This design comes from an exercise in tuning for small area, a short achievable clock period and few clock cycles on the open sky130 flow, not from production work.
Function was checked by simulation only, so behaviour that the tests miss may differ from the original.
Power and IR drop assume default switching activity.

<file path="flow/run.sh">
#!/bin/bash
# synth_recipe.tcl (not shown) runs the flow's synth.tcl, then flattens the netlist and writes it again
# the make line also repeats each setting of config.mk as NAME=value (left out here)
make -C /OpenROAD-flow-scripts/flow DESIGN_CONFIG=/design/flow/config.mk WORK_HOME=/design/flow/orfs CLKGATE_MAP_FILE= SYNTH_SCRIPT=/design/flow/synth_recipe.tcl finish
</file>
<file path="flow/config.mk">
export PLATFORM = sky130hd
export DESIGN_NAME = MIPScore
export DESIGN_NICKNAME = MIPScore
export VERILOG_FILES = /design/flow/design.v
export SDC_FILE = /design/flow/constraint.sdc
export NUM_CORES = 4
export LEC_CHECK = 0
export CAP_MARGIN = 20
export CORE_MARGIN = 2
export CORE_UTILIZATION = 40
export SLEW_MARGIN = 20
</file>
<file path="flow/constraint.sdc">
create_clock -name core_clock -period 100.0 [get_ports {clk}]
set_input_delay 20.0000 -clock core_clock [delete_from_list [all_inputs] [get_ports {clk}]]
set_output_delay 20.0000 -clock core_clock [all_outputs]
set_load 0.01 [all_outputs]
</file>
<file path="flow/design.v">
module MIPScore(
	input clk,
	input reset,
	output [31:0] pc,
	input  [31:0] instr,
	output        memwrite,
	output [31:0] aluout, writedata,
	input  [31:0] readdata
);
	parameter MUL_K = 4;    
	parameter DIV_K = 4;    
	reg  [31:0] pc_q, ir, link_q, res_q, wd_q;
	reg         ir_v, ir_pred, mw_q;
	reg         wb_en, wb_ld;
	reg  [4:0]  wb_rd;
	assign pc        = pc_q;
	assign aluout    = res_q;
	assign writedata = wd_q;
	assign memwrite  = mw_q;
	wire [5:0]  op    = ir[31:26];
	wire [5:0]  fn    = ir[5:0];
	wire [4:0]  ra    = ir[25:21];
	wire [4:0]  rb    = ir[20:16];
	wire [4:0]  rdf   = ir[15:11];
	wire [15:0] imm   = ir[15:0];
	wire is_r    = (op == 6'h00);
	wire is_jr   = is_r & (fn[5:3] == 3'b001);
	wire is_md   = is_r & (fn[5:3] == 3'b011);           
	wire is_mf   = is_r & (fn[5:3] == 3'b010);           
	wire is_alur = is_r & fn[5];
	wire is_lw   = (op == 6'h23);
	wire is_sw   = (op == 6'h2b);
	wire is_beq  = (op == 6'h04);
	wire is_bltz = (op == 6'h01);
	wire is_j    = (op == 6'h02);
	wire is_jal  = (op == 6'h03);
	wire is_addi = (op == 6'h09);
	wire is_ori  = (op == 6'h0d);
	wire is_lui  = (op == 6'h0f);
	wire        uses_rb = is_r | is_sw | is_beq;
	wire        we      = is_alur | is_mf | is_lw | is_addi | is_ori | is_lui | is_jal;
	wire [4:0]  dst     = is_jal ? 5'd31 : is_r ? rdf : rb;
	wire [31:0] rfa, rfb, rf31;
	wire [31:0] wbdata = wb_ld ? readdata : res_q;
	RegFile gpr(.clk(clk), .we(wb_en), .wa(wb_rd), .wd(wbdata),
	            .ra(ra), .rb(rb), .rda(rfa), .rdb(rfb), .rd31(rf31));
	wire fwa  = wb_en & (wb_rd == ra);
	wire fwb  = wb_en & (wb_rd == rb);
	wire fw31 = wb_en & (wb_rd == 5'd31);
	wire [31:0] a   = fwa  ? res_q : rfa;
	wire [31:0] b   = fwb  ? res_q : rfb;
	wire [31:0] r31 = fw31 ? res_q : rf31;
	wire md_busy;
	wire ld_haz = wb_en & wb_ld & (fwa | (fwb & uses_rb) | (fw31 & is_jr));
	wire md_haz = md_busy & is_mf;             
	wire stall  = ld_haz | md_haz;
	wire exec   = ir_v & ~stall;
	wire [31:0] hi, lo, res;
	Alu alu(.a(a), .b(b), .imm(imm), .fn(fn), .is_r(is_r), .is_lui(is_lui), .is_ori(is_ori),
	        .is_mf(is_mf), .is_jal(is_jal), .hi(hi), .lo(lo), .link(link_q), .res(res));
	wire [29:0] inc_w, br_w;
	Inc #(30) pinc(.a(pc_q[31:2]), .s(inc_w));
	Rca #(30) badd(.a(link_q[31:2]), .b({{14{imm[15]}}, imm}), .ci(1'b0), .s(br_w), .co());
	wire        taken_br = (is_beq & (a == b)) | (is_bltz & a[31]);
	wire        redirect = exec & (taken_br | (is_jr & ~ir_pred));
	wire        hold     = ir_v & stall;
	wire        f_j      = (instr[31:27] == 5'b00001);                               
	wire        f_jr     = (instr[31:26] == 6'd0) & (instr[5:3] == 3'b001);
	wire        r31_busy = (ir_v & we & (dst == 5'd31)) | (wb_en & wb_ld & (wb_rd == 5'd31));
	wire        f_ok     = ~reset & ~redirect & ~hold;
	wire        f_take_j  = f_ok & f_j;
	wire        f_take_jr = f_ok & f_jr & ~r31_busy;
	reg  [31:0] pc_s;
	always @* begin
		if (reset)         pc_s = 32'h00400000;
		else if (redirect) pc_s = is_jr ? r31 : {br_w, link_q[1:0]};
		else if (hold)     pc_s = pc_q;
		else               pc_s = {inc_w, pc_q[1:0]};
	end
	wire [31:0] pc_n = f_take_j  ? {inc_w[29:26], instr[25:0], 2'b00} :
	                   f_take_jr ? r31 : pc_s;
	always @(posedge clk) begin
		pc_q <= pc_n;
		if (reset | redirect)
			ir_v <= 1'b0;
		else
			ir_v <= 1'b1;
		if (!hold) begin
			ir      <= instr;
			ir_pred <= f_take_jr;
			link_q  <= {inc_w, pc_q[1:0]};
		end
	end
	always @(posedge clk) begin
		res_q <= res;
		wd_q  <= b;
		wb_rd <= dst;
		wb_ld <= is_lw;
		if (reset) begin
			mw_q  <= 1'b0;
			wb_en <= 1'b0;
		end else begin
			mw_q  <= exec & is_sw;
			wb_en <= exec & we & (dst != 5'd0);
		end
	end
	MulDiv #(.MUL_K(MUL_K), .DIV_K(DIV_K)) md(.clk(clk), .reset(reset),
	        .start(exec & is_md), .div(fn[1]), .a(a), .b(b), .busy(md_busy), .hi(hi), .lo(lo));
endmodule
module RegFile(
	input         clk,
	input         we,
	input  [4:0]  wa,
	input  [31:0] wd,
	input  [4:0]  ra, rb,
	output reg [31:0] rda, rdb,
	output [31:0] rd31
);
	reg  [31:0] rf [1:31];
	wire [31:0] sela = 32'd1 << ra;
	wire [31:0] selb = 32'd1 << rb;
	integer k;
	always @* begin
		rda = 32'd0;
		rdb = 32'd0;
		for (k = 1; k < 32; k = k + 1) begin
			rda = rda | (rf[k] & {32{sela[k]}});
			rdb = rdb | (rf[k] & {32{selb[k]}});
		end
	end
	assign rd31 = rf[31];
	always @(posedge clk)
		if (we)
			rf[wa] <= wd;
endmodule
module Alu(
	input  [31:0] a, b,
	input  [15:0] imm,
	input  [5:0]  fn,
	input         is_r, is_lui, is_ori, is_mf, is_jal,
	input  [31:0] hi, lo, link,
	output reg [31:0] res
);
	wire [31:0] bop = is_r   ? b :
	                  is_lui ? {imm, 16'd0} :
	                  is_ori ? {16'd0, imm} :
	                           {{16{imm[15]}}, imm};
	wire        sub = is_r & fn[1];                       
	wire [31:0] sum;
	wire        co;
	Rca #(32) add(.a(a), .b(bop ^ {32{sub}}), .ci(sub), .s(sum), .co(co));
	wire        ltu = ~co;
	always @* begin
		if (is_jal)                      res = link;
		else if (is_mf)                  res = fn[1] ? lo : hi;
		else if (is_lui | is_ori)        res = a | bop;
		else if (is_r & fn[2] & ~fn[3])  res = fn[0] ? (a | b) : (a & b);
		else if (is_r & fn[3])           res = {31'd0, ltu};
		else                             res = sum;
	end
endmodule
module MulDiv #(parameter MUL_K = 8, parameter DIV_K = 2) (
	input         clk, reset,
	input         start, div,
	input  [31:0] a, b,
	output reg    busy,
	output reg [31:0] hi, lo
);
	reg  [31:0] md_b;
	reg         md_div;
	reg  [5:0]  cnt;
	wire [31+MUL_K:0] macc = {{MUL_K{1'b0}}, hi} + md_b * lo[MUL_K-1:0];
	reg [31:0] dh, dl;
	reg [32:0] ds, dd;
	integer i;
	always @* begin
		dh = hi; dl = lo;
		for (i = 0; i < DIV_K; i = i + 1) begin
			ds = {dh, dl[31]};
			dd = ds - {1'b0, md_b};
			dh = dd[32] ? ds[31:0] : dd[31:0];
			dl = {dl[30:0], ~dd[32]};
		end
	end
	always @(posedge clk) begin
		if (reset) begin
			busy <= 1'b0;
		end else if (start) begin
			busy   <= 1'b1;
			md_div <= div;
			cnt    <= div ? (32 / DIV_K - 1) : (32 / MUL_K - 1);
			hi     <= 32'd0;
			lo     <= a;
			md_b   <= b;
		end else if (busy) begin
			cnt <= cnt - 6'd1;
			if (cnt == 6'd0) busy <= 1'b0;
			if (md_div) begin
				hi <= dh;
				lo <= dl;
			end else begin
				hi <= macc[31+MUL_K:MUL_K];
				lo <= {macc[MUL_K-1:0], lo[31:MUL_K]};
			end
		end
	end
endmodule
module Rca #(parameter W = 32) (
	input  [W-1:0] a, b,
	input          ci,
	output [W-1:0] s,
	output         co
);
	wire [W:0] c;
	assign c[0] = ci;
	genvar i;
	generate for (i = 0; i < W; i = i + 1) begin : g
		assign s[i]   = a[i] ^ b[i] ^ c[i];
		assign c[i+1] = (a[i] & b[i]) | (c[i] & (a[i] ^ b[i]));
	end endgenerate
	assign co = c[W];
endmodule
module Inc #(parameter W = 30) (
	input  [W-1:0] a,
	output [W-1:0] s
);
	wire [W:0] c;
	assign c[0] = 1'b1;
	genvar i;
	generate for (i = 0; i < W; i = i + 1) begin : g
		assign s[i]   = a[i] ^ c[i];
		assign c[i+1] = a[i] & c[i];
	end endgenerate
endmodule
</file>
==> impl_metrics.toml <==
[detailed_routing]
wire_per_inst_um = 40.58
vias = 62360
final_antenna_net_count = 0
drtIter0Drc = 12191
firstDrtPassIters = 13
drc = 0
viasPerCell = 7.223
routed_wl_um = 350400

[sta]
rsz0062_at_grt = "false"
finalCritPeriodShare_pct = 22.35
fmax_mhz = 44.74
slew_viol_final = 0
finalSetupTns_ns = 0
holdWs_ns = 0.4700
tightest_slew_ns = 1.309
skew_ns = 0.03831
min_period_ns = 22.35
finalHoldViolCount = 0
setup_slack_ns = 77.65
setup_viol = 0
relSlewSlack_pct = 11.84

[clock_network]
clock_sinks = 1266
clk_path_buf_depth = 3
cts_buffers = 132
cts_tree = "done"
cts_max_level = 4
post_cts_resized = 0
post_cts_buffers = 0
cts_root_buf = "clkbuf_16"
worstSkewPairLatency_ns = 0.84
holdBufCountCts = 0
cts.clk_slew.worst_paths_ns = 0.07

[setup_path]
cp-start-kind = "register"
critical_path_class = "reg -> out"
crit_path_max_fanout = 5
crit_cells = 1
critPathBufInv = 1
critPathRequiredTime_ns = 80.00
cpPeakStageDelay_ns = 0.81
end_kind = "output pin"
cp_top_family = "buffers and inverters"
arrival_ns = 2.35
crit_chain = "clkdlybuf4s50_1"
ff2ff_path_depth = 45
slowest_stage = "clkdlybuf4s50_1"

[global_route]
grtUsageTotal_pct = 38.06
grt_max_degree = 71
grt_pass1_wl_um = 473700
overflow = 0
antenna_found_initial = 51
grt_pass1_vias = 58396

[floorplanning]
core_sq_mm = 0.1744
die_height_um = 423.4
ios = 163
die-area_sq_mm = 0.1793
floorplan.initialDensity_pct = 40.34
rows = 153
die_w_um = 423.4

[final_layout]
final_util_pct = 46.36
drive_gt1_share_pct = 11.19
fin_nets = 6654
final_common_cell = "edfxtp_1"
stdcell_area_sq_mm = 0.08085
syn_to_final_growth_pct = 14.92
final_cell_mix = "edfxtp_1, a22oi_1, a21oi_1, nand2_1, inv_1"

[logic_synthesis]
syn-instance-count = 5977
syn_area_sq_mm = 0.07035
synth.area.top_cells = "edfxtp_1, ha_1, a22oi_1"
syn_area_per_cell_sq_um = 11.77
synth_edf_count = 1190
yosysTopAreaCell = "edfxtp_1"
synth_fp_nets = 6464
synth_top_area_share_pct = 50.79
synth_cell_types = 85
ys_seq_elements = 1266
synth_top_flop_cell = "edfxtp_1"
ys_async_sr_fraction_pct = 0
ys_seq_area_share_pct = 52.95
ys_warn_count = 4

[run_status]
outcome = "no timing/DRC/antenna violations"

[placement]
post-place-ws_ns = 77.22
hpwl_um = 222900
portBuffers = 162
dpl_cell_area_sq_mm = 0.07626
gp_congestion = 1.015

[flow_run]
maxCapViolCount = 0

[power_and_ir_drop]
p_leak_nw = 28.56
p_per_area_mw_per_mm2 = 17.07
vdd_drop_max_v = 0.00001373

[hold_path]
min_path_type = "reg -> reg"
whs_path_depth = 0
-- power breakdown --
group          switching [W]  internal (W)  total, W
Clock               0.000225      0.000297  0.000522
Sequential         0.0000132      0.000638  0.000651
Combinational       0.000150     0.0000569  0.000207
Total               0.000389      0.000992   0.00138
-- Yosys cell counts, types with 35 or more instances --
cell type,count
edfxtp_1,1190
a22oi_1,429
a21oi_1,355
nand2_1,339
nor2_1,321
clkbuf_1,310
inv_1,304
ha_1,267
a221oi_1,247
a22o_1,235
o21ai_0,217
mux2i_1,160
fa_1,154
nand4_1,153
nand3_1,124
xnor2_1,114
nor3_1,112
mux2_2,84
dfxtp_1,76
a21o_1,69
a222oi_1,63
xor2_1,63
buf_1,58
o211ai_1,49
and2_1,44
o21a_1,40
a211oi_1,37
nand2b_1,35
-- registers in the layout, indices dropped and copies added (netlist names), 5 cells and up --
| name | cells |
|---|---|
| res_q | 32 |
| md.md_b | 32 |
| link_q | 32 |
| gpr.rf | 992 |
| pc_q | 32 |
| md.hi | 32 |
| md.lo | 32 |
| md.cnt | 6 |
| wb_rd | 5 |
| wd_q | 32 |
| ir | 32 |
-- routing by layer --
layer | global-route usage [%] | vias up | wire length (um)
met5 | 0.7258 | - | 301
met4 | 31.67 | 34 | 38190
met3 | 17.22 | 2085 | 54670
met2 | 54.92 | 6296 | 145500
met1 | 42.93 | 30048 | 111800
li1 | - | 23897 | -
-- cells by family after synthesis --
logic type	synth area share, %
AO/OA/AOI/OAI	19.57
XOR/XNOR	2.243
adder cells (fa/ha/maj)	9.130
buffers and inverters	3.640
flip-flops	52.95
multiplexers	3.674
AND/OR/NAND/NOR	8.791
-- final cells by class --
class	count	area, sq um
antenna	33	82.58
clock buffer	159	3552
clock inverter	84	920.9
fill	15614	93550
inverter	304	1141
multi-input combinational	4035	31360
sequential	1266	37260
tap	2325	2909
timing repair buffer	428	3628
-- path summary, 6_finish.rpt --
check	from	end	slack (ns)
hold / removal	pc_q[1]	link_q[1]	0.47
setup reg to reg	ir[19]	res_q[31]	79.72
setup / recovery	res_q[4]	aluout[4]	77.65
hold reg to reg	pc_q[1]	link_q[1]	0.47
-- per-stage QoR --
stage / cells / total power, W
CTS: 8599 / 0.001365
global route: 8605 / 0.001405
finish: 8634 / 0.001380
global placement: 8356 / 0.0008531
floorplan: 5977 / 0.0007464
detailed placement: 8356 / 0.0008563
-- worst reg2reg max path: cells and delay by family (launching register included) --
family                   cells  cell delay (ns)
AO/OA/AOI/OAI                8             2.17
adder cells (fa/ha/maj)     31            15.03
buffers and inverters        1             0.36
flip-flops                   1             0.67
AND/OR/NAND/NOR              5             1.97
Testbench counts, summed over its fixed seeds: cycles 43,835.

==> afterwards: timing with drivers on the ports <==
Ports are ideal in the flow. The routed layout listed here was re-timed in OpenROAD. Step 1 assumes that a clkbuf_16 drives the clock port and a buf_2 every other input. Step 2 times the ports against the registers' clock, not the clock port: input delays grow and output delays shrink by t, the midpoint of the rising clock arrivals with the driver on. a / b / c = ideal ports / drivers / drivers and shift; a / b = the first two.
t, ns: 0.912
setup WS [ns]: 77.647 / 77.555 / 77.210
worst hold slack (ns): 0.470 / 0.470 / 0.470
worst setup path at the end: input to register
cell pins on the clock port's net: 1
After both steps this run still meets setup and hold. The setup slack of this run moves by -0.092 ns with the drivers and by -0.437 ns with both steps.
